Context: an optimization exercise on an open-source flow, tuned for small area and a short achievable clock period. The choices shown serve that exercise and are no tape-out recipe.
In this exercise RTL edits were held to simulation tests only and were not proved equivalent to the original.
No activity file was given, so power comes from the tool's default toggle rates.

== v49 ==
==> flow/design.v <==
module ALUPre #(parameter int NS1 = 1) (
  input  logic [31:0] A, B,
  input  logic [6:0] funct7,
  input  logic [2:0] funct3,
  output logic [31:0] X, Y,
  output logic cin,
  output logic [4-NS1:0] shamt,
  output logic fill
);
  logic [31:0] F, X0;
  logic [31:0] s [0:NS1];
  logic sub, arith, shift, sll, k11, k10, k01, k00;
  assign sll   = (funct3 == 3'b001);
  assign shift = ~funct3[1] & funct3[0];    
  assign arith = (funct3 == 3'b000);        
  assign sub   = funct7[5];
  assign fill  = sub & A[31];
  assign k11 = sub | funct3[1] | funct3[0];
  assign k10 = funct3[0] ? ~funct3[1] : ~sub;
  assign k01 = ~sub & ~funct3[0];
  assign k00 = sub & ~funct3[0];
  always_comb
    for (int i = 0; i < 32; i++)
      F[i] = B[i] ? (A[i] ? k11 : k01) : (A[i] ? k10 : k00);
  always_comb
    for (int i = 0; i < 32; i++) X0[i] = sll ? A[31-i] : F[i];
  assign s[0] = X0;
  genvar l;
  generate
    for (l = 0; l < NS1; l++) begin : sh
      localparam int D = 16 >> l;
      assign s[l+1] = (B[4-l] & shift) ? {{D{fill}}, s[l][31:D]} : s[l];
    end
  endgenerate
  assign X = s[NS1];
  assign Y = A & {32{arith}};
  assign cin = arith & sub;
  assign shamt = B[4-NS1:0];
endmodule
module ALU #(parameter int NS1 = 1) (
  input  logic [31:0] X, Y,
  input  logic cin,
  input  logic [4-NS1:0] shamt,
  input  logic fill, sel_sum, sel_r, sel_l,
  output logic [31:0] Result,
  output logic Zero, Carry, Overflow
);
  logic [32:0] c;
  logic [31:0] zt, sum;
  logic [31:0] g0, p0;
  logic [31:0] t [0:5-NS1];
  logic [31:0] S;
  logic zadd;
  assign g0 = {Y[31:1] & ~X[31:1], (Y[0] & ~X[0]) | (X[0] & cin)};
  assign p0 = X | Y;
  genvar l, i;
  generate
    for (l = 0; l <= 5; l++) begin : lv
      logic [31:0] g, p;
      if (l == 0) begin : base
        assign g = g0;
        assign p = p0;
      end else begin : node
        for (i = 0; i < 32; i++) begin : b
          if (((i >> (l-1)) & 1) == 1) begin : m
            localparam int J = ((i >> (l-1)) << (l-1)) - 1;
            assign g[i] = lv[l-1].g[i] | (lv[l-1].p[i] & lv[l-1].g[J]);
            assign p[i] = lv[l-1].p[i] & lv[l-1].p[J];
          end else begin : t
            assign g[i] = lv[l-1].g[i];
            assign p[i] = lv[l-1].p[i];
          end
        end
      end
    end
  endgenerate
  assign c = {lv[5].g, cin};
  assign sum = X ^ c[31:0];
  assign zt = X ^ {X[30:0] | Y[30:0], cin};
  assign zadd = ~|zt;
  assign t[0] = X;
  generate
    for (l = 0; l < 5 - NS1; l++) begin : sh
      localparam int D = 1 << (4 - NS1 - l);
      assign t[l+1] = shamt[4-NS1-l] ? {{D{fill}}, t[l][31:D]} : t[l];
    end
  endgenerate
  assign S = t[5-NS1];
  always_comb
    for (int k = 0; k < 32; k++)
      Result[k] = (sel_r & S[k]) | (sel_l & S[31-k]) | (sel_sum & sum[k]);
  assign Zero = ((sel_r | sel_l) & ~|S) | (sel_sum & zadd) | ~(sel_r | sel_l | sel_sum);
  assign Carry = sel_sum & (c[32] ^ cin);
  assign Overflow = sel_sum & (c[32] ^ c[31]);
endmodule
module ALUControl(
  input  logic [6:0] funct7,
  input  logic [2:0] funct3,
  input  logic [6:0] opcode,
  output logic sel_sum,   
  output logic sel_r,     
  output logic sel_l      
);
  logic rtype, f7z, f7s;
  assign rtype = (opcode == 7'b0110011);
  assign f7z   = rtype & (funct7 == 7'b0000000);
  assign f7s   = rtype & (funct7 == 7'b0100000);
  assign sel_sum = ((f7z | f7s) & (funct3 == 3'b000))
                 | (f7z & funct3[2] & ~funct3[0])        
                 | (f7z & (funct3 == 3'b111));           
  assign sel_r = (f7z | f7s) & (funct3 == 3'b101);
  assign sel_l = f7z & (funct3 == 3'b001);
endmodule
module InstructionDecoder(
  input  logic [31:0] instruction,
  output logic [6:0]  opcode,
  output logic [2:0]  funct3,
  output logic [6:0]  funct7
);
  assign opcode = instruction[6:0];
  assign funct3 = instruction[14:12];
  assign funct7 = instruction[31:25];
endmodule
module ALU_Pipeline(
  input  logic clk, rst,
  input  logic [31:0] A_in, B_in,
  input  logic [31:0] instr_in,
  output logic [31:0] Result_out,
  output logic Zero_out, Carry_out, Overflow_out, Negative_out
);
  localparam int NS1 = 1;
  logic [6:0] opcode, funct7;
  logic [2:0] funct3;
  logic [31:0] X_d, Y_d;
  logic cin_d, fill_d, sel_sum_d, sel_r_d, sel_l_d;
  logic [4-NS1:0] shamt_d;
  logic [31:0] X_reg, Y_reg;
  logic cin_reg, fill_reg, sel_sum_reg, sel_r_reg, sel_l_reg;
  logic [4-NS1:0] shamt_reg;
  logic [31:0] Result_comb;
  logic Zero_comb, Carry_comb, Overflow_comb;
  InstructionDecoder decoder (
    .instruction(instr_in),
    .opcode(opcode),
    .funct3(funct3),
    .funct7(funct7)
  );
  ALUControl control (
    .opcode(opcode), .funct3(funct3), .funct7(funct7),
    .sel_sum(sel_sum_d), .sel_r(sel_r_d), .sel_l(sel_l_d)
  );
  ALUPre #(.NS1(NS1)) pre (
    .A(A_in), .B(B_in), .funct7(funct7), .funct3(funct3),
    .X(X_d), .Y(Y_d), .cin(cin_d), .shamt(shamt_d), .fill(fill_d)
  );
  always_ff @(posedge clk or posedge rst) begin
    if (rst) begin
      sel_sum_reg <= 0;
      sel_r_reg <= 0;
      sel_l_reg <= 0;
    end else begin
      sel_sum_reg <= sel_sum_d;
      sel_r_reg <= sel_r_d;
      sel_l_reg <= sel_l_d;
    end
  end
  always_ff @(posedge clk) begin
    X_reg <= X_d;
    Y_reg <= Y_d;
    cin_reg <= cin_d;
    shamt_reg <= shamt_d;
    fill_reg <= fill_d;
  end
  ALU #(.NS1(NS1)) alu_inst (
    .X(X_reg), .Y(Y_reg), .cin(cin_reg), .shamt(shamt_reg), .fill(fill_reg),
    .sel_sum(sel_sum_reg), .sel_r(sel_r_reg), .sel_l(sel_l_reg),
    .Result(Result_comb),
    .Zero(Zero_comb),
    .Carry(Carry_comb),
    .Overflow(Overflow_comb)
  );
  always_ff @(posedge clk or posedge rst) begin
    if (rst) begin
      Result_out <= 0;
      Zero_out <= 0;
      Carry_out <= 0;
      Overflow_out <= 0;
    end else begin
      Result_out <= Result_comb;
      Zero_out <= Zero_comb;
      Carry_out <= Carry_comb;
      Overflow_out <= Overflow_comb;
    end
  end
  assign Negative_out = Result_out[31];
endmodule
==> flow/config.mk <==
export PLATFORM = sky130hd
export DESIGN_NAME = ALU_Pipeline
export DESIGN_NICKNAME = ALU_Pipeline
export VERILOG_FILES = /design/flow/design.v
export SDC_FILE = /design/flow/constraint.sdc
export NUM_CORES = 4
export LEC_CHECK = 0
export ABC_AREA = 1
export CAP_MARGIN = 20
export CORE_MARGIN = 2
export CORE_UTILIZATION = 40
export SETUP_SLACK_MARGIN = 4.5
export SLEW_MARGIN = 20
==> flow/constraint.sdc <==
create_clock -name core_clock -period 7.0 [get_ports {clk}]
set_input_delay 1.4000 -clock core_clock [delete_from_list [all_inputs] [get_ports {clk}]]
set_output_delay 1.4000 -clock core_clock [all_outputs]
set_load 0.01 [all_outputs]
standard.sh (not shown) runs the stock make flow with config.mk's settings and CLKGATE_MAP_FILE= SYNTH_SCRIPT=/design/flow/synth_recipe.tcl, a recipe that flattens the netlist after the stock synthesis.
==> flow/flow/run.sh <==
#!/bin/bash
# The standard layout, with the ports buffered by the smallest buffer (the resizer sizes
# them up where timing needs it) instead of buffer_ports' default delay buffer.
set -euo pipefail
bash standard.sh synth > synth.log 2>&1
export BUFFER_PORTS_ARGS="-buffer_cell sky130_fd_sc_hd__buf_1"
bash standard.sh finish > layout.log 2>&1
--- input diff v49..v6 ---
- CORE_UTILIZATION changed from 40 to 60
[summary]
Cmp v6 vs v49: fraction of met3 tracks used by global routing higher in v6. From v49 to v6 the numbers moved as follows: via count of the first global-routing pass now sits higher; arrival time of the worst setup path shows an increase of 0.05 ns; number of standard cells in the layout, taps in and fillers out shrank by 84; wire length on met2 decreased by 5.6% relative to the old numbers; count of clock buffers in the final design -1. Taking v49 as the reference, in v6 path depth of the worst reg2reg path now smaller; via total after detailed routing picked up an extra about 5%.
Input-level comparison between v41 and v6:
- CORE_UTILIZATION now 40, was 60
- ABC_AREA no longer set, was 1
### Flow results
Going from v6 to v41, the register share of the cell area was found to have gone down by 0.75 points. v41 reports a lower clock network power share than v6 does. Against v6, power in v41 came out worse. Note that the wire length recorded for v41 amounts to 0.933 times the value seen in v6. [compare] base=v6 new=v41: routability-driven placement congestion ratio shrank by 0.073; global-route usage -16 points; power drawn by the combinational cells now larger. Sort v6 and v41 by via count, ascending, and v41 comes first. Compared to v6, v41 shows a wider setup margin.

==> afterwards: timing with drivers on the ports <==
In the flow no input, the clock included, has a driving cell. The finished layouts below were timed again as built, in two steps.
Step 1: set_driving_cell puts a clkbuf_16 on clk and a buf_2 on each other input, an assumption about the parent block.
Step 2 also shifts input and output timing later by t, the mid clock arrival at the registers, as if the neighbouring blocks saw the same clock.
Slacks: ideal ports / drivers / drivers and shift; pairs: ideal ports / drivers.
run | shift t [ns] | setup slack, ns | cell pins on the clock port's net
v49 | 0.409 | 4.479 / 4.487 / 4.078 | 1
v6 | 0.396 | 4.417 / 4.415 / 4.020 | 1
v41 | 0.406 | 4.426 / 4.426 / 4.135 | 1
After both steps setup and hold are still met in every run listed. For v49, which loses most, drivers alone change the setup slack by +0.008 ns; drivers and shift together by -0.401 ns.
